From an optimization exercise on the open Yosys and OpenROAD flow, aimed at small area; shortcuts taken in it are not production practice. RTL that was checked went through simulation tests only; none was proved equivalent to the original. Only the layout flow was run in run 1; the RTL was not checked for function there. In every run shown here, the design's own scripts or RTL, not TritonCTS, make the clock network. The clock input has no modelled driver; a real chip could not lean on it and would need a root buffer or a full tree. Power figures rest on the tool's default switching activity, not on a simulated workload.

==> flow/config.mk <==
export PLATFORM = sky130hd
export DESIGN_NAME = Elevator
export DESIGN_NICKNAME = Elevator
export VERILOG_FILES = /design/flow/design.v
export SDC_FILE = /design/flow/constraint.sdc
export NUM_CORES = 4
export LEC_CHECK = 0
export CAP_MARGIN = 0
export CORE_MARGIN = 2
export CORE_UTILIZATION = 70
export GPL_TIMING_DRIVEN = 0
export PLACE_DENSITY = 0.85
export SLEW_MARGIN = 0
==> flow/constraint.sdc <==
create_clock -name core_clock -period 18.0 [get_ports {CLK}]
set_input_delay 3.6000 -clock core_clock [delete_from_list [all_inputs] [get_ports {CLK}]]
set_output_delay 3.6000 -clock core_clock [all_outputs]
set_load 0.01 [all_outputs]
==> flow/design.v <==
`timescale 1ns / 1ps
module Elevator(input CLK,
					input rst,
					input [1:0] mode,
					input [3:0] request,
					output reg[3:0] currentFloor1,
					output reg[3:0] currentFloor2,
					output doorOpen1,
					output doorOpen2,
					output [3:0] listingLeds,
					output reg listBusy,
					output reg state);
reg [3:0] t0, t1, t2, t3, t4, t5, t6, t7;
reg [2:0] cur;
reg [3:0] tgt1, tgt2;
assign doorOpen1 = currentFloor1 == tgt1;
assign doorOpen2 = currentFloor2 == tgt2;
wire [7:0] e = {t7 == 0, t6 == 0, t5 == 0, t4 == 0,
                t3 == 0, t2 == 0, t1 == 0, t0 == 0};
wire [7:0] m = {t7 == request, t6 == request, t5 == request, t4 == request,
                t3 == request, t2 == request, t1 == request, t0 == request};
reg [3:0] shown;
always @* begin
	case (cur)
	3'd0: shown = listBusy ? t0 : 4'd0; 3'd1: shown = t1; 3'd2: shown = t2; 3'd3: shown = t3;
	3'd4: shown = t4; 3'd5: shown = t5; 3'd6: shown = t6; default: shown = t7;
	endcase
end
assign listingLeds = shown;
wire [8:0] ex = {1'b1, e};
wire lastShown = ex[cur + 4'd1];
wire busyN = listBusy ? !lastShown : (mode == 2'd1 && !e[0]);
wire idle = !busyN;
wire addC = mode == 2'd0 && !listBusy && m == 8'd0;
wire [7:0] fe = e & ~{e[6:0], 1'b0};
wire delC = mode == 2'd2 && idle;
wire [7:0] mp = {|m[7:0], |m[6:0], |m[5:0], |m[4:0], |m[3:0], |m[2:0], |m[1:0], m[0]};
wire [7:0] dsh = delC ? mp : 8'd0;
wire workC = mode == 2'd3 && idle;
wire stop = doorOpen1 && doorOpen2 && e[0];
wire take1 = workC && doorOpen1 && !e[0];
wire take2 = workC && doorOpen2 && (doorOpen1 ? !e[1] : !e[0]);
wire sh2 = workC && doorOpen1 && doorOpen2;
wire sh1 = workC && (doorOpen1 ^ doorOpen2);
wire [3:0] tn1 = doorOpen1 ? t0 : tgt1;
wire [3:0] tn2 = doorOpen2 ? (doorOpen1 ? t1 : t0) : tgt2;
wire en1 = workC && !(doorOpen1 && e[0]);
wire en2 = workC && !(doorOpen2 && (doorOpen1 ? e[1] : e[0]));
wire up1 = tn1 > currentFloor1;
wire up2 = tn2 > currentFloor2;
wire stay1 = doorOpen1 && t0 == currentFloor1;
wire stay2 = doorOpen2 && (doorOpen1 ? t1 : t0) == currentFloor2;
wire [3:0] fn1 = stay1 ? currentFloor1 : up1 ? currentFloor1 + 4'd1 : currentFloor1 - 4'd1;
wire [3:0] fn2 = stay2 ? currentFloor2 : up2 ? currentFloor2 + 4'd1 : currentFloor2 - 4'd1;
wire [3:0] addReq = addC ? request : 4'd0;
function [3:0] nxt;
	input r;
	input [3:0] cur_, n1, n2;
	input s1, s2;
	begin
		nxt = {4{!r}} & (({4{!s1 && !s2}} & cur_) | ({4{s1}} & (n1 | addReq)) | ({4{s2}} & n2));
	end
endfunction
always @(posedge CLK) begin
	t0 <= nxt(rst, t0, t1, t2, sh1 | dsh[0] | addC & fe[0], sh2);
	t1 <= nxt(rst, t1, t2, t3, sh1 | dsh[1] | addC & fe[1], sh2);
	t2 <= nxt(rst, t2, t3, t4, sh1 | dsh[2] | addC & fe[2], sh2);
	t3 <= nxt(rst, t3, t4, t5, sh1 | dsh[3] | addC & fe[3], sh2);
	t4 <= nxt(rst, t4, t5, t6, sh1 | dsh[4] | addC & fe[4], sh2);
	t5 <= nxt(rst, t5, t6, t7, sh1 | dsh[5] | addC & fe[5], sh2);
	t6 <= nxt(rst, t6, t7, 4'd0, sh1 | dsh[6] | addC & fe[6], sh2);
	t7 <= nxt(rst, t7, 4'd0, 4'd0, sh1 | dsh[7] | addC & fe[7], sh2);
	if (rst || !listBusy || !busyN) cur <= 3'd0;
	else cur <= cur + 3'd1;
	if (rst) begin
		listBusy <= 1'b0;
		currentFloor1 <= 4'd1;
		currentFloor2 <= 4'd1;
		tgt1 <= 4'd1;
		tgt2 <= 4'd1;
		state <= 1'b0;
	end else begin
		listBusy <= busyN;
		if (workC) state <= !stop;
		if (en1) begin
			tgt1 <= tn1;
			currentFloor1 <= fn1;
		end
		if (en2) begin
			tgt2 <= tn2;
			currentFloor2 <= fn2;
		end
	end
end
endmodule
==> flow/flow/run.sh <==
#!/bin/bash
# Standard ORFS flow (the standard.sh) with these changes:
#  - synthesis maps the logic with an area-oriented ABC script (deepsyn, then
#    amap or nf) and without full-adder extraction. Several ABC random seeds
#    are tried, each in a synthesis run of its own (cand/N, all with the standard flow's
#    synthesis script synth_recipe.tcl, so with the same registers), and the
#    results of the run with the smallest cell area are used for the layout;
#  - ports are buffered with the smallest buffer (buf_1);
#  - the clock is distributed by two clkbuf_16, each fed by the clock port
#    and driving one half of the registers (flow/clock_tree.tcl, run after
#    CTS), in place of the tree that CTS builds.
set -euo pipefail

abc_script() {  # abc_script SEED MAPPER
  printf 'strash\n&get -n\n&st\n&deepsyn -T 60 -S %s\n' "$1"
  if [[ $2 == amap ]]; then
    printf '&put\namap\n'
  else
    printf '&dch -f\n&nf -a -R 1000 -C 32 -F 8 -A 8\n&put\n'
  fi
}

candidates=()
for s in $(seq 1 20); do candidates+=("$s amap"); done
for s in $(seq 1 4); do candidates+=("$s nf"); done
rm -rf cand
mkdir -p cand
run_candidate() {
  local i=$1 d=$PWD/cand/$1
  mkdir -p "$d"
  cp -r "$FLOW_HOME/scripts" "$d/scripts"
  abc_script ${candidates[$i]} > "$d/scripts/abc_area.script"
  sed "s#WORK_HOME=[^ ]*#WORK_HOME=$d/orfs#" standard.sh > "$d/standard.sh"
  bash "$d/standard.sh" SCRIPTS_DIR="$d/scripts" ABC_AREA=1 ADDER_MAP_FILE= synth > "$d/synth.log" 2>&1 || true
}
for i in "${!candidates[@]}"; do
  run_candidate "$i" &
  if (( i % 4 == 3 )); then wait; fi
done
wait

best=""
best_area=""
for i in "${!candidates[@]}"; do
  stat=cand/$i/orfs/reports/sky130hd/Elevator/base/synth_stat.txt
  [[ -f $stat && -f cand/$i/orfs/results/sky130hd/Elevator/base/1_synth.odb ]] || continue
  area=$(awk '/Chip area/ {print $NF}' "$stat")
  echo "candidate $i (${candidates[$i]}): $area" >> candidates.log
  if [[ -z $best ]] || awk -v a="$area" -v b="$best_area" 'BEGIN {exit !(a < b)}'; then
    best=$i
    best_area=$area
  fi
done
echo "best: candidate $best (${candidates[$best]}): $best_area" >> candidates.log

# Use the best run's synthesis as the layout's, timestamps kept so that make
# treats it as up to date.
mkdir -p orfs
for sub in results logs reports objects; do
  rm -rf "orfs/$sub"
  cp -a "cand/$best/orfs/$sub" "orfs/$sub"
done
cp "cand/$best/scripts/abc_area.script" abc_area_used.script
rm -rf cand/*/scripts

CLOCK_CLUSTERS=2 CLOCK_BUFFER=sky130_fd_sc_hd__clkbuf_16 bash standard.sh \
  "BUFFER_PORTS_ARGS=-buffer_cell sky130_fd_sc_hd__buf_1" \
  "CTS_ARGS=-sink_clustering_enable -repair_clock_nets -dont_use_dummy_load -root_buf sky130_fd_sc_hd__clkbuf_8 -buf_list sky130_fd_sc_hd__clkbuf_8" \
  "POST_CTS_TCL=$PWD/flow/clock_tree.tcl" \
  > layout.log 2>&1
echo "layout synthesis: $(awk '/Chip area/ {print $NF}' orfs/reports/sky130hd/Elevator/base/synth_stat.txt)" >> candidates.log
==> flow/flow/clock_tree.tcl <==
# Post-CTS hook: replace the clock tree that CTS built with CLOCK_CLUSTERS
# buffers of type CLOCK_BUFFER, each driven by the clock port and driving the
# clock pins of one cluster of registers.
set block [ord::get_db_block]
set db [ord::get_db]
set master [$db findMaster $::env(CLOCK_BUFFER)]
set root_net [[$block findBTerm CLK] getNet]

proc is_clock_buffer { inst } {
  return [string match "sky130_fd_sc_hd__clkbuf_*" [[$inst getMaster] getName]]
}

# Walk the clock tree from the port: collect its buffers, nets and sinks.
set nets [list $root_net]
set bufs {}
set tree_nets {}
set sinks {}
while { [llength $nets] > 0 } {
  set net [lindex $nets 0]
  set nets [lrange $nets 1 end]
  foreach it [$net getITerms] {
    if { [$it isOutputSignal] } { continue }
    set inst [$it getInst]
    if { [is_clock_buffer $inst] } {
      lappend bufs $inst
      foreach o [$inst getITerms] {
        if { [$o isOutputSignal] && [$o getNet] != "NULL" } {
          lappend nets [$o getNet]
          lappend tree_nets [$o getNet]
        }
      }
    } else {
      lappend sinks $it
    }
  }
}
puts "clock_single: [llength $bufs] clock buffers, [llength $sinks] sinks"

# Split the sinks into clusters by position (k-means on x), one buffer each.
set pts {}
foreach it $sinks {
  set box [[$it getInst] getBBox]
  lappend pts [list $it [expr { ([$box xMin] + [$box xMax]) / 2 }] [expr { ([$box yMin] + [$box yMax]) / 2 }]]
}
set K $::env(CLOCK_CLUSTERS)
set cx {}
set cy {}
set sorted [lsort -real -index 1 $pts]
for { set k 0 } { $k < $K } { incr k } {
  set p [lindex $sorted [expr { int(($k + 0.5) * [llength $sorted] / $K) }]]
  lappend cx [lindex $p 1]
  lappend cy [lindex $p 2]
}
for { set iter 0 } { $iter < 20 } { incr iter } {
  set members {}
  for { set k 0 } { $k < $K } { incr k } { lappend members {} }
  foreach p $pts {
    set best 0
    set bd 1e30
    for { set k 0 } { $k < $K } { incr k } {
      set d [expr { abs([lindex $p 1] - [lindex $cx $k]) + abs([lindex $p 2] - [lindex $cy $k]) }]
      if { $d < $bd } { set bd $d; set best $k }
    }
    lset members $best [concat [lindex $members $best] [list $p]]
  }
  for { set k 0 } { $k < $K } { incr k } {
    set m [lindex $members $k]
    if { [llength $m] == 0 } { continue }
    set sx 0
    set sy 0
    foreach p $m { set sx [expr { $sx + [lindex $p 1] }]; set sy [expr { $sy + [lindex $p 2] }] }
    lset cx $k [expr { $sx / [llength $m] }]
    lset cy $k [expr { $sy / [llength $m] }]
  }
}
foreach b $bufs {
  odb::dbInst_destroy $b
}
foreach n $tree_nets {
  if { [llength [$n getITerms]] == 0 } {
    odb::dbNet_destroy $n
  }
}
for { set k 0 } { $k < $K } { incr k } {
  set m [lindex $members $k]
  if { [llength $m] == 0 } { continue }
  set leaf [odb::dbNet_create $block clknet_leaf_$k]
  $leaf setSigType CLOCK
  foreach p $m {
    set it [lindex $p 0]
    $it disconnect
    $it connect $leaf
  }
  set nb [odb::dbInst_create $block $master clkbuf_leaf_$k]
  [$nb findITerm A] connect $root_net
  [$nb findITerm X] connect $leaf
  $nb setLocation [expr { int([lindex $cx $k]) }] [expr { int([lindex $cy $k]) }]
  $nb setPlacementStatus PLACED
  puts "clock_single: buffer $k drives [llength $m] sinks"
}
global_connect
detailed_placement
check_placement -verbose
estimate_parasitics -placement
==> flow/standard.sh <==
#!/bin/bash
# synth_recipe.tcl (not shown) runs the flow's synth.tcl, then flattens the netlist and writes it again
# the make line also repeats each setting of config.mk as NAME=value (left out here)
make -C /OpenROAD-flow-scripts/flow DESIGN_CONFIG=/design/flow/config.mk WORK_HOME=/design/flow/orfs CLKGATE_MAP_FILE= SYNTH_SCRIPT=/design/flow/synth_recipe.tcl "${@:-finish}"
==> impl_results.md, run 1 <==
* Min-Delay Path Class: flip-flop to flip-flop
* Final WL at 10,400 um
* Slew headroom at 35.7%
* Vias in the first global route at 3,356
* Final setup viols at 0
* Die span in y at 70.0 um
* Max cap viols at 0
* Drt drc at 0
* Io pins at 24
* Die Wd at 70.0 um
* HPWL Detailed at 7300 um
* Max Clk Rate at 113 MHz
* Commonest non-fill, non-tap cell in the layout: clkinv_1
* Synth cell types at 31
* Post-route setup TNS at 0 ns
* Clk Latency, worst-skew pair at 0.18 ns
* Core area at 4260 um^2
* Peak VDD IR at 73.3 uV
* Cell area after synthesis at 3050 um^2
* Routed WL per cell at 21.2 um
* Vias per cell at 7.58
* Reg clk slew, reported paths at 0.12 ns
* Critical Path Source Type: input pin
* CP Max Fanout at 10
* Period utilization at 49.4%
* Antenna diodes at 0
* Area of the die at 4900 um^2
* Unrepaired setup endpoints after global routing: false
* Final cell count without fillers at 491
* Initial antenna violation count at 0
* Post-Syn Area per Cell at 7.37 um^2
* Most frequent CP cell: a31oi_1
* Total Nets Final at 453
* Seq/Total Area, Yosys at 34.8%
* Status: no timing/DRC/antenna violations
* Post-Synthesis Cells at 414
* Cell Pwr Density at 106 nW/um^2
* Slowest CP cell: nor4_2
* Worst path arrival time at 8.94 ns
* Crit path cell chain: buf_1 -> clkinv_1 -> o221a_1 -> a31oi_1 -> clkinv_1 -> a31oi_1 -> o41ai_1 -> a31oi_1 -> o41ai_1 -> a31oi_1 -> nand2_1 -> nor4_2 -> clkinv_1 -> nor2_1 -> o21ai_0 -> o221ai_1
* Final Skew at 0.0290 ns
* Filler Cell Count at 308
* All-Layer GR Usage at 42.8%
* DR vias at 3,724
* Final Power at 0.347 mW
* Port bufs at 23
* Synthesis-to-layout area growth at 6.81%
* GPL Wtd Cong at 1.03
* Pre-Repair DR Iteration Count at 5
* Largest net degree at the start of global routing at 32
* Slowest stage delay, CP at 0.73 ns
* Period minus WS final at 8.88 ns
* Initial Util at 71.5%
* Global-route wire length before repair at 16,900 um
* Synthesized Nets at 422
* Count of endpoints failing hold in the final timing report at 0
* Most frequent cells in the layout: clkinv_1, dfxtp_1, o21ai_0
* Seq cells post-synth at 53
* Placed cell count at 489
* Delay-heaviest family, CP: compound AO/OA/AOI/OAI gates
* Ys Warns at 1
* Share of layout cells above drive strength 1 at 0.683%
* Grt ovf at 0
* CP Buf/Inv Count at 4
* Final slew viol count at 0
* Clock sink count at 53
* Drt initial violations at 514
* Pleak at 1.05 nW
* CP endpoint kind: flip-flop
* Worst EP required at 18.06 ns
* Slew at the pin closest to its max-slew limit at 0.957 ns
* Std-Cell Rows at 24
* DRT antenna net count at 0
* WS Path Type: input pin to flip-flop
metal layers:
metal | global-route usage [%] | share of wire, % | vias to the layer above
li1 | - | - | 1674
met1 | 55.7 | 36 | 1636
met2 | 65.4 | 43 | 341
met3 | 9.24 | 14 | 73
met4 | 25.2 | 6.7 | 0
met5 | 0 | 0 | -
cells in the mapped netlist:
cell | number | area, um^2
clkinv_1 | 72 | 270
dfxtp_1 | 53 | 1060
o21ai_0 | 51 | 255
o22ai_1 | 47 | 294
nor2_1 | 40 | 150
nand2_1 | 29 | 109
o221ai_1 | 28 | 245
a22oi_1 | 16 | 120
a21oi_1 | 11 | 55.1
nor4_1 | 11 | 68.8
a31oi_1 | 10 | 62.6
nand3_1 | 5 | 25.0
o221a_1 | 5 | 56.3
or4_1 | 5 | 37.5
a222oi_1 | 4 | 40.0
o32ai_1 | 4 | 35.0
a221oi_1 | 3 | 26.3
nor3_1 | 3 | 15.0
or2_0 | 3 | 18.8
nand4_1 | 2 | 12.5
o41ai_1 | 2 | 17.5
a2111oi_0 | 1 | 8.76
a211oi_1 | 1 | 7.51
a21o_1 | 1 | 7.51
a22o_1 | 1 | 8.76
and3_1 | 1 | 6.26
nand2b_1 | 1 | 6.26
nor2b_1 | 1 | 6.26
o211ai_1 | 1 | 7.51
o21a_1 | 1 | 7.51
o22a_1 | 1 | 8.76
worst reg2reg max path, stage by stage, from the launching register on:
cell and delay, ns:
dfxtp_1 0.45, clkinv_1 0.25, o22ai_1 0.22, nor4_1 0.11
a31oi_1 0.28, clkinv_1 0.11, a31oi_1 0.24, o41ai_1 0.17
a31oi_1 0.27, o41ai_1 0.18, a31oi_1 0.26, nand2_1 0.14
nor4_2 0.73, clkinv_1 0.47, nor2_1 0.69, o21ai_0 0.18
o221ai_1 0.12
kinds of logic (layout without fill, tap and decap cells):
kind of cell	after synthesis	count (layout)	share of synthesized area [%]
simple gates	101	101	14.9
flops	53	53	34.8
buf+inv	72	97	8.86
compound gates	188	188	41.4
flip-flops by register name (all words and copies together) (netlist names), 3 cells and up:
name / cells
cur: 3
currentFloor1: 4
currentFloor2: 4
t0: 4
t1: 4
t2: 4
t3: 4
t4: 4
t5: 4
t6: 4
t7: 4
tgt1: 4
tgt2: 4
power by group:
| group | internal (mW) | switching [mW] | total (mW) |
|---|---|---|---|
| Sequential | 0.127 | 0.0121 | 0.139 |
| Combinational | 0.0448 | 0.111 | 0.156 |
| Clock | 0.0206 | 0.0314 | 0.0520 |
| Total | 0.192 | 0.154 | 0.347 |
layout make-up:
| cell class | count | area (um^2) | area share [%] |
|---|---|---|---|
| Buffer | 2 | 50.0 | 1.54 |
| Inverter | 72 | 270 | 8.29 |
| Multi-Input combinational cell | 289 | 1730 | 53.0 |
| Sequential cell | 53 | 1060 | 32.6 |
| Tap cell | 52 | 65.1 | 2.00 |
| Timing Repair Buffer | 23 | 86.3 | 2.65 |
final timing paths:
check	from	to	slack [ns]	cells after the start
max reg2reg	t0[0]	t3[0]	13.03	16
min	state	state	0.52	1
min reg2reg	state	state	0.52	1
max	request[0]	t3[0]	9.12	16
stage by stage:
step	instance area (um^2)	worst slack, ns	hold WS (ns)	util [%]
finish	3260	9.12	0.521	76.4
floorplan	3050	11.36	0.460	-
global placement	3200	8.96	0.466	75.1
global route	3260	9.14	0.518	76.4
detailed placement	3200	8.97	0.481	75.1
==> inputs of run 2 (changes only) <==
--- a/flow/design.v
+++ b/flow/design.v
@@ -40,8 +40,8 @@
 wire stop = doorOpen1 && doorOpen2 && e[0];
 wire take1 = workC && doorOpen1 && !e[0];
 wire take2 = workC && doorOpen2 && (doorOpen1 ? !e[1] : !e[0]);
-wire sh2 = workC && doorOpen1 && doorOpen2;
-wire sh1 = workC && (doorOpen1 ^ doorOpen2);
+wire sh2 = take1 && take2;
+wire sh1 = take1 ^ take2;
 wire [3:0] tn1 = doorOpen1 ? t0 : tgt1;
 wire [3:0] tn2 = doorOpen2 ? (doorOpen1 ? t1 : t0) : tgt2;
 wire en1 = workC && !(doorOpen1 && e[0]);
--- a/flow/flow/run.sh
+++ b/flow/flow/run.sh
@@ -1,13 +1,13 @@
 #!/bin/bash
 # Standard ORFS flow (the standard.sh) with these changes:
 #  - synthesis maps the logic with an area-oriented ABC script (deepsyn, then
-#    amap or nf) and without full-adder extraction. Several ABC random seeds
+#    amap) and without full-adder extraction. Several ABC random seeds
 #    are tried, each in a synthesis run of its own (cand/N, all with the standard flow's
 #    synthesis script synth_recipe.tcl, so with the same registers), and the
 #    results of the run with the smallest cell area are used for the layout;
 #  - ports are buffered with the smallest buffer (buf_1);
-#  - the clock is distributed by two clkbuf_16, each fed by the clock port
-#    and driving one half of the registers (flow/clock_tree.tcl, run after
+#  - the clock is distributed by four clkbuf_8, each fed by the clock port
+#    and driving a quarter of the registers (flow/clock_tree.tcl, run after
 #    CTS), in place of the tree that CTS builds.
 set -euo pipefail
 
@@ -21,8 +21,7 @@
 }
 
 candidates=()
-for s in $(seq 1 20); do candidates+=("$s amap"); done
-for s in $(seq 1 4); do candidates+=("$s nf"); done
+for s in $(seq 1 32); do candidates+=("$s amap"); done
 rm -rf cand
 mkdir -p cand
 run_candidate() {
@@ -63,7 +62,7 @@
 cp "cand/$best/scripts/abc_area.script" abc_area_used.script
 rm -rf cand/*/scripts
 
-CLOCK_CLUSTERS=2 CLOCK_BUFFER=sky130_fd_sc_hd__clkbuf_16 bash standard.sh \
+CLOCK_CLUSTERS=4 CLOCK_BUFFER=sky130_fd_sc_hd__clkbuf_8 bash standard.sh \
   "BUFFER_PORTS_ARGS=-buffer_cell sky130_fd_sc_hd__buf_1" \
   "CTS_ARGS=-sink_clustering_enable -repair_clock_nets -dont_use_dummy_load -root_buf sky130_fd_sc_hd__clkbuf_8 -buf_list sky130_fd_sc_hd__clkbuf_8" \
   "POST_CTS_TCL=$PWD/flow/clock_tree.tcl" \
==> run 2 against run 1 <==
Against the previous run:
- first-iteration DRC count up 52%
- die area down 0.36%
- final area down 0.46%
- critical path type unchanged
- core utilization up 3.0 points
- final cell count down 0.41%
- total power down 31%
- sequential share of layout area up 0.15 points
- setup slack better by 1.2 ns
- largest power group is now registers
- critical path depth down 1
- global-route usage up 1.1 points
- still clean
==> impl_results.md, run 2 <==
* Largest area contributor in the netlist: dfxtp_1
* Slew headroom at 33.1%
* Post-Syn Area per Cell at 7.38 um^2
* Slew at the pin closest to its max-slew limit at 1.00 ns
* Vias in the first global route at 3,526
* Largest net degree at the start of global routing at 25
* Min-Delay Path Class: flip-flop to flip-flop
* Final slew viol count at 0
* Clk Latency, worst-skew pair at 0.15 ns
* Seq cells post-synth at 53
* Unrepaired setup endpoints after global routing: false
* DR vias at 3,826
* All-Layer GR Usage at 44.0%
* Post-route setup TNS at 0 ns
* Final setup viols at 0
* Die span in y at 69.9 um
* Max Clk Rate at 130 MHz
* Final cell count without fillers at 489
* Dpl cell area at 3190 um^2
* Global-route wire length before repair at 17,200 um
* HPWL Detailed at 7350 um
* Post-Synthesis Cells at 412
* Ys Warns at 1
* Final Power at 0.240 mW
* Peak VDD IR at 56.4 uV
* Critical Path Source Type: input pin
* Status: no timing/DRC/antenna violations
* Share of layout cells above drive strength 1 at 0.911%
* Initial Util at 74.4%
* EDFF count, synth at 0
* Worst path arrival time at 7.74 ns
* Std-Cell Rows at 23
* Max cap viols at 0
* Routed WL per cell at 21.7 um
* Port bufs at 23
* Crit path launch: request[1]
* Commonest non-fill, non-tap cell in the layout: clkinv_1
* Reg2reg path depth at 14
* Reg clk slew, reported paths at 0.10 ns
* Final WL at 10,600 um
* Top area cells in the synthesized netlist: dfxtp_1, clkinv_1, o21ai_0
* Util after Layout at 79.4%
* GPL Wtd Cong at 1.03
* Filler Cell Count at 314
* Vias per cell at 7.82
* Count of endpoints failing hold in the final timing report at 0
* Cell area after synthesis at 3040 um^2
* Cell Pwr Density at 73.9 nW/um^2
* Ys async rst share at 0%
* CP endpoint kind: flip-flop
* RR Startpoint: t1[3]
* Pre-Repair DR Iteration Count at 9
* Hold path depth at 1
* Seq/Total Area, Yosys at 34.9%
* Most frequent cell after synthesis: clkinv_1
* Synthesis-to-layout area growth at 6.71%
* Synth cell types at 28
* DRT antenna net count at 0
* Grt ovf at 0
* Synthesized Nets at 420
* Drt drc at 0
* Die Wd at 69.9 um
* Post-synth top flop: dfxtp_1
* Clock sink count at 53
* Drt initial violations at 780
* Commonest cells post-synth: clkinv_1, dfxtp_1, o21ai_0
* Final Skew at 0.0218 ns
* WS Path Type: input pin to flip-flop
* Worst EP required at 18.04 ns
* CP Max Fanout at 10
* Area of the die at 4880 um^2
* Antenna diodes at 0
* Placed cell count at 485
* Cell area after layout at 3240 um^2
* Total Nets Final at 453
* Hold path start: cur[0]
* Period minus WS final at 7.70 ns
* Synth top area share at 34.9%
* Core area at 4090 um^2
* Io pins at 24
* Initial antenna violation count at 0
* Most frequent cells in the layout: clkinv_1, o21ai_0, dfxtp_1
* Period utilization at 42.8%
* Pleak at 1.03 nW
run 2: path summary, 6_finish.rpt:
check	endpoint	slack, ns
setup / recovery	t1[1]	10.30
hold reg to reg	cur[0]	0.49
setup reg to reg	t4[2]	13.50
hold / removal	cur[0]	0.49
run 2: kinds of logic after synthesis:
logic type | after synthesis | synth area share, %
AO/OA/AOI/OAI | 188 | 42.1
buffers and inverters | 73 | 9.02
flip-flops | 53 | 34.9
AND/OR/NAND/NOR | 98 | 14.0
run 2: area by class of cell:
type                       count  area (um^2)  area share (%)
multi-input combinational    286         1700            52.5
sequential                    53         1060            32.7
inverter                      73          274            8.45
timing repair buffer          23         86.3            2.66
tap                           50         62.6            1.93
buffer                         4         55.1            1.70
run 2: worst max-delay path, stage by stage:
cell	delay (ns)
buf_1	0.50
clkinv_1	0.62
a22oi_1	0.33
nor4_1	0.12
a31oi_1	0.23
nand2_1	0.14
a31oi_1	0.21
nand2_1	0.10
a31oi_1	0.25
nand2_1	0.11
a31oi_1	0.22
nand2_1	0.23
nor2_1	0.70
o21ai_0	0.23
o221ai_1	0.14
run 2: power by group:
part / total (mW) / switching, mW / internal [mW]
Combinational: 0.0641 / 0.0464 / 0.0177
Sequential: 0.126 / 0.00448 / 0.121
Clock: 0.0500 / 0.0295 / 0.0204
run 2: per-layer routing:
| metal | up-vias | global-route usage (%) | share of wire (%) |
|---|---|---|---|
| met5 | - | 0 | 0 |
| met2 | 393 | 68.1 | 44 |
| met4 | 0 | 27.4 | 7.2 |
| met1 | 1657 | 54.7 | 35 |
| li1 | 1667 | - | - |
| met3 | 109 | 11.0 | 14 |
run 2: metrics by stage:
stage	hold slack [ns]	setup WS, ns
finish	0.490	10.30
global route	0.502	10.19
detailed placement	0.463	10.59
global placement	0.451	10.65
floorplan	0.429	12.16
==> inputs of run 3 (changes only) <==
--- a/flow/flow/run.sh
+++ b/flow/flow/run.sh
@@ -21,7 +21,7 @@
 }
 
 candidates=()
-for s in $(seq 1 32); do candidates+=("$s amap"); done
+for s in $(seq 1 48); do candidates+=("$s amap"); done
 rm -rf cand
 mkdir -p cand
 run_candidate() {
==> run 3 against run 2 <==
Against the previous run:
- still clean on timing, DRC and antenna
- global-route usage stayed put
- register-to-register slack hardly changed
- first-iteration DRC count stayed put
- synthesized cell count stayed put
- combinational power hardly changed
- maximum frequency stayed put
- clock skew stayed put
- die area stayed put
- wire length stayed put
- area after synthesis stayed put
- largest cell class unchanged
==> impl_results.md, run 3 <==
* Count of endpoints failing hold in the final timing report at 0
* Clock sink count at 53
* Ys Warns at 1
* Std-Cell Rows at 23
* Ys async rst share at 0%
* Period utilization at 42.8%
* All-Layer GR Usage at 44.0%
* Top area cells in the synthesized netlist: dfxtp_1, clkinv_1, o21ai_0
* CP Max Fanout at 10
* EDFF count, synth at 0
* Cell Pwr Density at 73.9 nW/um^2
* Largest area contributor in the netlist: dfxtp_1
* DR vias at 3,826
* Area of the die at 4880 um^2
* Share of total power in combinational logic at 26.7%
* DRT antenna net count at 0
* Seq/Total Area, Yosys at 34.9%
* Synthesized Nets at 420
* Pint at 0.159 mW
* Final Skew at 0.0218 ns
* WS Path Type: input pin to flip-flop
* Max Clk Rate at 130 MHz
* Initial antenna violation count at 0
* Vias per cell at 7.82
* Synth top area share at 34.9%
* Clock power frac at 20.8%
* Die Wd at 69.9 um
* Cell area after synthesis at 3040 um^2
* Post-synth top flop: dfxtp_1
* Pre-Repair DR Iteration Count at 9
* GPL Wtd Cong at 1.03
* Final slew viol count at 0
* Min-Delay Path Class: flip-flop to flip-flop
* Grt ovf at 0
* Antenna diodes at 0
* Port bufs at 23
* Synth cell types at 28
* Largest net degree at the start of global routing at 25
* Seq cells post-synth at 53
* Clk Latency, worst-skew pair at 0.15 ns
* Global-route wire length before repair at 17,200 um
* Flop pwr share at 52.4%
* Slew headroom at 33.1%
* Status: no timing/DRC/antenna violations
* Critical Path Source Type: input pin
* CP endpoint kind: flip-flop
* Final WL at 10,600 um
* Total Nets Final at 453
* Sw frac at 33.5%
* Routed WL per cell at 21.7 um
* Worst path arrival time at 7.74 ns
* Post-route setup TNS at 0 ns
* Post-Syn Area per Cell at 7.38 um^2
* Hold Slack at 0.490 ns
* Synthesis-to-layout area growth at 6.71%
* Most frequent cell after synthesis: clkinv_1
* Pleak at 1.03 nW
* Share of layout cells above drive strength 1 at 0.911%
* Die span in y at 69.9 um
* Period minus WS final at 7.70 ns
* HPWL Detailed at 7350 um
* Unrepaired setup endpoints after global routing: false
* Commonest cells post-synth: clkinv_1, dfxtp_1, o21ai_0
* Core area at 4090 um^2
* Initial Util at 74.4%
* Commonest non-fill, non-tap cell in the layout: clkinv_1
* Worst EP required at 18.04 ns
* Peak VDD IR at 56.4 uV
* Most frequent cells in the layout: clkinv_1, o21ai_0, dfxtp_1
* Reg clk slew, reported paths at 0.10 ns
* Drt drc at 0
* Slew at the pin closest to its max-slew limit at 1.00 ns
* Max cap viols at 0
* Io pins at 24
* NetSw at 0.0804 mW
* Drt initial violations at 780
* Final setup viols at 0
* Vias in the first global route at 3,526
* Post-Synthesis Cells at 412
-- run 3: logic make-up after synthesis --
group	count (synthesis)	share of synthesized area, %
AOI/OAI and AO/OA	188	42.1
DFF	53	34.9
and+or+nand+nor	98	14.0
buffers and inverters	73	9.02
-- run 3: through the flow --
step	cells	power [mW]	area (um^2)	setup slack [ns]	util, %
after floorplan	412	0.169	3040	12.16	-
after global placement	485	0.185	3190	10.65	78.0
after detailed placement	485	0.188	3190	10.59	78.0
after global routing	489	0.250	3240	10.19	79.4
final	489	0.240	3240	10.30	79.4
-- run 3: power groups by stage --
| stage | registers, mW | clock network (mW) | logic, mW |
|---|---|---|---|
| global route | 0.126 | 0.0548 | 0.0688 |
| global placement | 0.128 | 0 | 0.0576 |
| detailed placement | 0.128 | 0 | 0.0598 |
| floorplan | 0.127 | 0 | 0.0420 |
| finish | 0.126 | 0.0500 | 0.0641 |
-- run 3: final timing paths --
path               from      to  slack (ns)  depth (start not counted)
min reg2reg      cur[0]  cur[0]        0.49                          1
max reg2reg       t1[3]   t4[2]       13.50                         14
min              cur[0]  cur[0]        0.49                          1
max          request[1]   t1[1]       10.30                         15
-- run 3: area by class of cell --
cell class / count / area [um^2]
inverters: 73 / 274
repair buffers: 23 / 86.3
plain buffers: 4 / 55.1
multi-input cells: 286 / 1700
well taps: 50 / 62.6
flip-flops and latches: 53 / 1060
fillers: 314 / 843
-- run 3: layer usage --
metal | track usage, % | wire, um
met3 | 11.0 | 1530
met1 | 54.7 | 3690
met4 | 27.4 | 767
met5 | 0 | 0
met2 | 68.1 | 4650
-- run 3: critical path, cell delays in order --
cell	delay, ns
buf_1	0.50
clkinv_1	0.62
a22oi_1	0.33
nor4_1	0.12
a31oi_1	0.23
nand2_1	0.14
a31oi_1	0.21
nand2_1	0.10
a31oi_1	0.25
nand2_1	0.11
a31oi_1	0.22
nand2_1	0.23
nor2_1	0.70
o21ai_0	0.23
o221ai_1	0.14
==> inputs of run 4 (changes only) <==
--- a/flow/flow/run.sh
+++ b/flow/flow/run.sh
@@ -34,7 +34,7 @@
 }
 for i in "${!candidates[@]}"; do
   run_candidate "$i" &
-  if (( i % 4 == 3 )); then wait; fi
+  if (( i % 6 == 5 )); then wait; fi
 done
 wait
 
==> run 4 against run 3 <==
Against the previous run:
- core utilization grew 0.25 points
- hold slack improved by 0.0068 ns
- still clean on timing, DRC and antenna
- largest cell class unchanged
- critical path type unchanged
- final cell count is 1.2% lower
- wire length is 1.1% higher
- first-iteration DRC count is 15% lower
- clock skew rose by 0.010 ns
- setup slack gained 0.070 ns
- sequential share of layout area shrank 0.10 points
==> impl_results.md, run 4 <==
* DP Worst Slack at 10.55 ns
* Post-route setup TNS at 0 ns
* Footprint of the multi-input gates at 1710 um^2
* Synth top area share at 34.9%
* Worst path arrival time at 7.70 ns
* WS Path Type: input pin to flip-flop
* Drt drc at 0
* Largest net degree at the start of global routing at 25
* Slew at the pin closest to its max-slew limit at 1.01 ns
* Clk Latency, worst-skew pair at 0.16 ns
* Worst EP required at 18.07 ns
* Area of the die at 4890 um^2
* Synthesis-to-layout area growth at 6.91%
* Vias per cell at 7.99
* Commonest cells post-synth: clkinv_1, dfxtp_1, o22ai_1
* Unrepaired setup endpoints after global routing: false
* Commonest non-fill, non-tap cell in the layout: clkinv_1
* GPL Wtd Cong at 1.05
* Post-synth top flop: dfxtp_1
* Critical Path Source Type: input pin
* Seq/Total Area, Yosys at 34.9%
* Global-route wire length before repair at 17,200 um
* Count of endpoints failing hold in the final timing report at 0
* Final setup viols at 0
* CP Max Fanout at 10
* Post-Synthesis Cells at 405
* Pre-Repair DR Iteration Count at 9
* Synthesized Nets at 413
* Register cell area after layout at 1060 um^2
* Core area at 4090 um^2
* Ys async rst share at 0%
* CP endpoint kind: flip-flop
* Reg clk slew, reported paths at 0.11 ns
* Port bufs at 23
* Filler Cell Count at 301
* All-Layer GR Usage at 43.9%
* Slowest stage delay, CP at 0.58 ns
* Drt initial violations at 666
* Antenna diodes at 0
* Final WS setup at 10.37 ns
* Cell area after synthesis at 3040 um^2
* Crit path cell chain: buf_1 -> clkinv_1 -> o22ai_1 -> nor4_1 -> a31oi_1 -> nand2_1 -> a31oi_1 -> nand2_1 -> a31oi_1 -> nand2_1 -> a31oi_1 -> nand3_1 -> clkinv_1 -> a221oi_1 -> nor2_1 -> o21ai_0 -> o221ai_1
* Synth cell types at 27
* Slew headroom at 32.6%
* DR vias at 3,857
* Max cap viols at 0
* Top area cells in the synthesized netlist: dfxtp_1, o22ai_1, o221ai_1
* Std-Cell Rows at 23
* Period minus WS final at 7.63 ns
* Final Skew at 0.0321 ns
* Initial Util at 74.5%
* Die span in y at 69.9 um
* Min-Delay Path Class: flip-flop to flip-flop
* Max Clk Rate at 131 MHz
* Status: no timing/DRC/antenna violations
* Most frequent CP cell: a31oi_1
* Slowest CP cell: clkinv_1
* Most frequent cells in the layout: clkinv_1, dfxtp_1, o22ai_1
* R2R setup slack at 13.04 ns
* Final WL at 10,700 um
* EDFF count, synth at 0
* Share of layout cells above drive strength 1 at 1.15%
* Period utilization at 42.4%
* HPWL Detailed at 7380 um
* Die Wd at 69.9 um
* Seq cells post-synth at 53
* Initial antenna violation count at 0
* Cell Pwr Density at 128 nW/um^2
* Vias in the first global route at 3,642
* Largest area contributor in the netlist: dfxtp_1
* Post-Syn Area per Cell at 7.51 um^2
* Peak VDD IR at 73.6 uV
* Total Nets Final at 447
* Routed WL per cell at 22.2 um
* Pleak at 1.04 nW
* Most frequent cell after synthesis: clkinv_1
* Ys Warns at 1
* Io pins at 24
* Clock sink count at 53
* DRT antenna net count at 0
* Final slew viol count at 0
* Grt ovf at 0
[run 4: changes by cell type after synthesis, sizes merged, moves of 5 or more]
cell | before | now
o22ai | 39 | 47
o221ai | 27 | 32
nand3 | 12 | 17
nor2 | 52 | 43
a222oi | 0 | 7
o21ai | 53 | 38
[run 4: final cells by class]
cell class              count  area share (%)
plain buffers               4            1.69
repair buffers             24            2.81
multi-input cells         278            52.4
flip-flops and latches     53            32.6
well taps                  50            1.92
inverters                  74            8.54
[run 4: final timing paths]
check	from	end	depth (start not counted)
max reg2reg	t0[1]	t0[0]	13
min	cur[0]	cur[0]	1
min reg2reg	cur[0]	cur[0]	1
max	request[0]	t0[0]	17
[run 4: kinds of logic after synthesis]
group / count (synthesis) / synth area share, %
compound gates: 177 / 41.0
simple gates: 101 / 15.0
buf+inv: 74 / 9.13
flops: 53 / 34.9
[run 4: stage by stage]
stage	instance area, um^2	hold slack [ns]	instances	total power, mW	util, %
after global placement	3190	0.451	478	0.343	78.1
final	3250	0.496	483	0.415	79.6
after floorplan	3040	0.429	405	0.300	-
after global routing	3250	0.515	483	0.436	79.6
after detailed placement	3200	0.475	479	0.352	78.3
[run 4: layer usage]
metal  vias up  GRT usage, %  part of all wire (%)
li1       1662             -                     -
met1      1694          53.8                    35
met2       380          70.2                    44
met3       121          9.24                    15
met4         0          27.4                   7.1
met5         -             0                     0
[run 4: report_power, final]
| part | leakage (nW) | internal [mW] | switching [mW] | total (mW) |
|---|---|---|---|---|
| Clock | 0.0288 | 0.0205 | 0.0317 | 0.0522 |
| Combinational | 0.587 | 0.0669 | 0.157 | 0.224 |
| Sequential | 0.428 | 0.128 | 0.0113 | 0.139 |
[run 4: critical path: cells and delay by family]
| family | cells | cell delay, ns |
|---|---|---|
| AOI/OAI and AO/OA | 8 | 1.70 |
| buffers and inverters | 3 | 1.35 |
| and+or+nand+nor | 6 | 1.06 |

## afterwards: timing with drivers on the ports
The flow's constraints put no driver on any port. The routed layouts listed below were extracted and timed again, unchanged, in two steps.
Step 1: set_driving_cell puts a clkbuf_16 on CLK and a buf_2 on each other input, an assumption about the parent block.
Step 2, shift: input delay + t, output delay - t, t = (earliest + latest rising clock arrival at the registers) / 2. This alone moves slack from input paths to output paths.
Slacks: ideal ports / drivers / drivers and shift; pairs: ideal ports / drivers.
| run | t (ns) | setup slack, ns | worst hold slack (ns) | clock arrival spread, ns | worst register clock-pin slew, ns |
|---|---|---|---|---|---|
| run 1 | 0.215 | 9.116 / 9.144 / 8.930 | 0.521 / 0.521 / 0.521 | 0.029 / 0.029 | 0.12 / 0.12 |
| run 2 | 0.202 | 10.297 / 10.324 / 10.122 | 0.490 / 0.490 / 0.490 | 0.022 / 0.022 | 0.10 / 0.10 |
| run 3 | 0.202 | 10.297 / 10.324 / 10.122 | 0.490 / 0.490 / 0.490 | 0.022 / 0.022 | 0.10 / 0.10 |
| run 4 | 0.206 | 10.367 / 10.402 / 10.196 | 0.496 / 0.496 / 0.496 | 0.032 / 0.032 | 0.11 / 0.11 |
After both steps setup and hold are still met in every run listed. For run 1, which loses most, drivers alone change the setup slack by +0.028 ns; drivers and shift together by -0.186 ns.
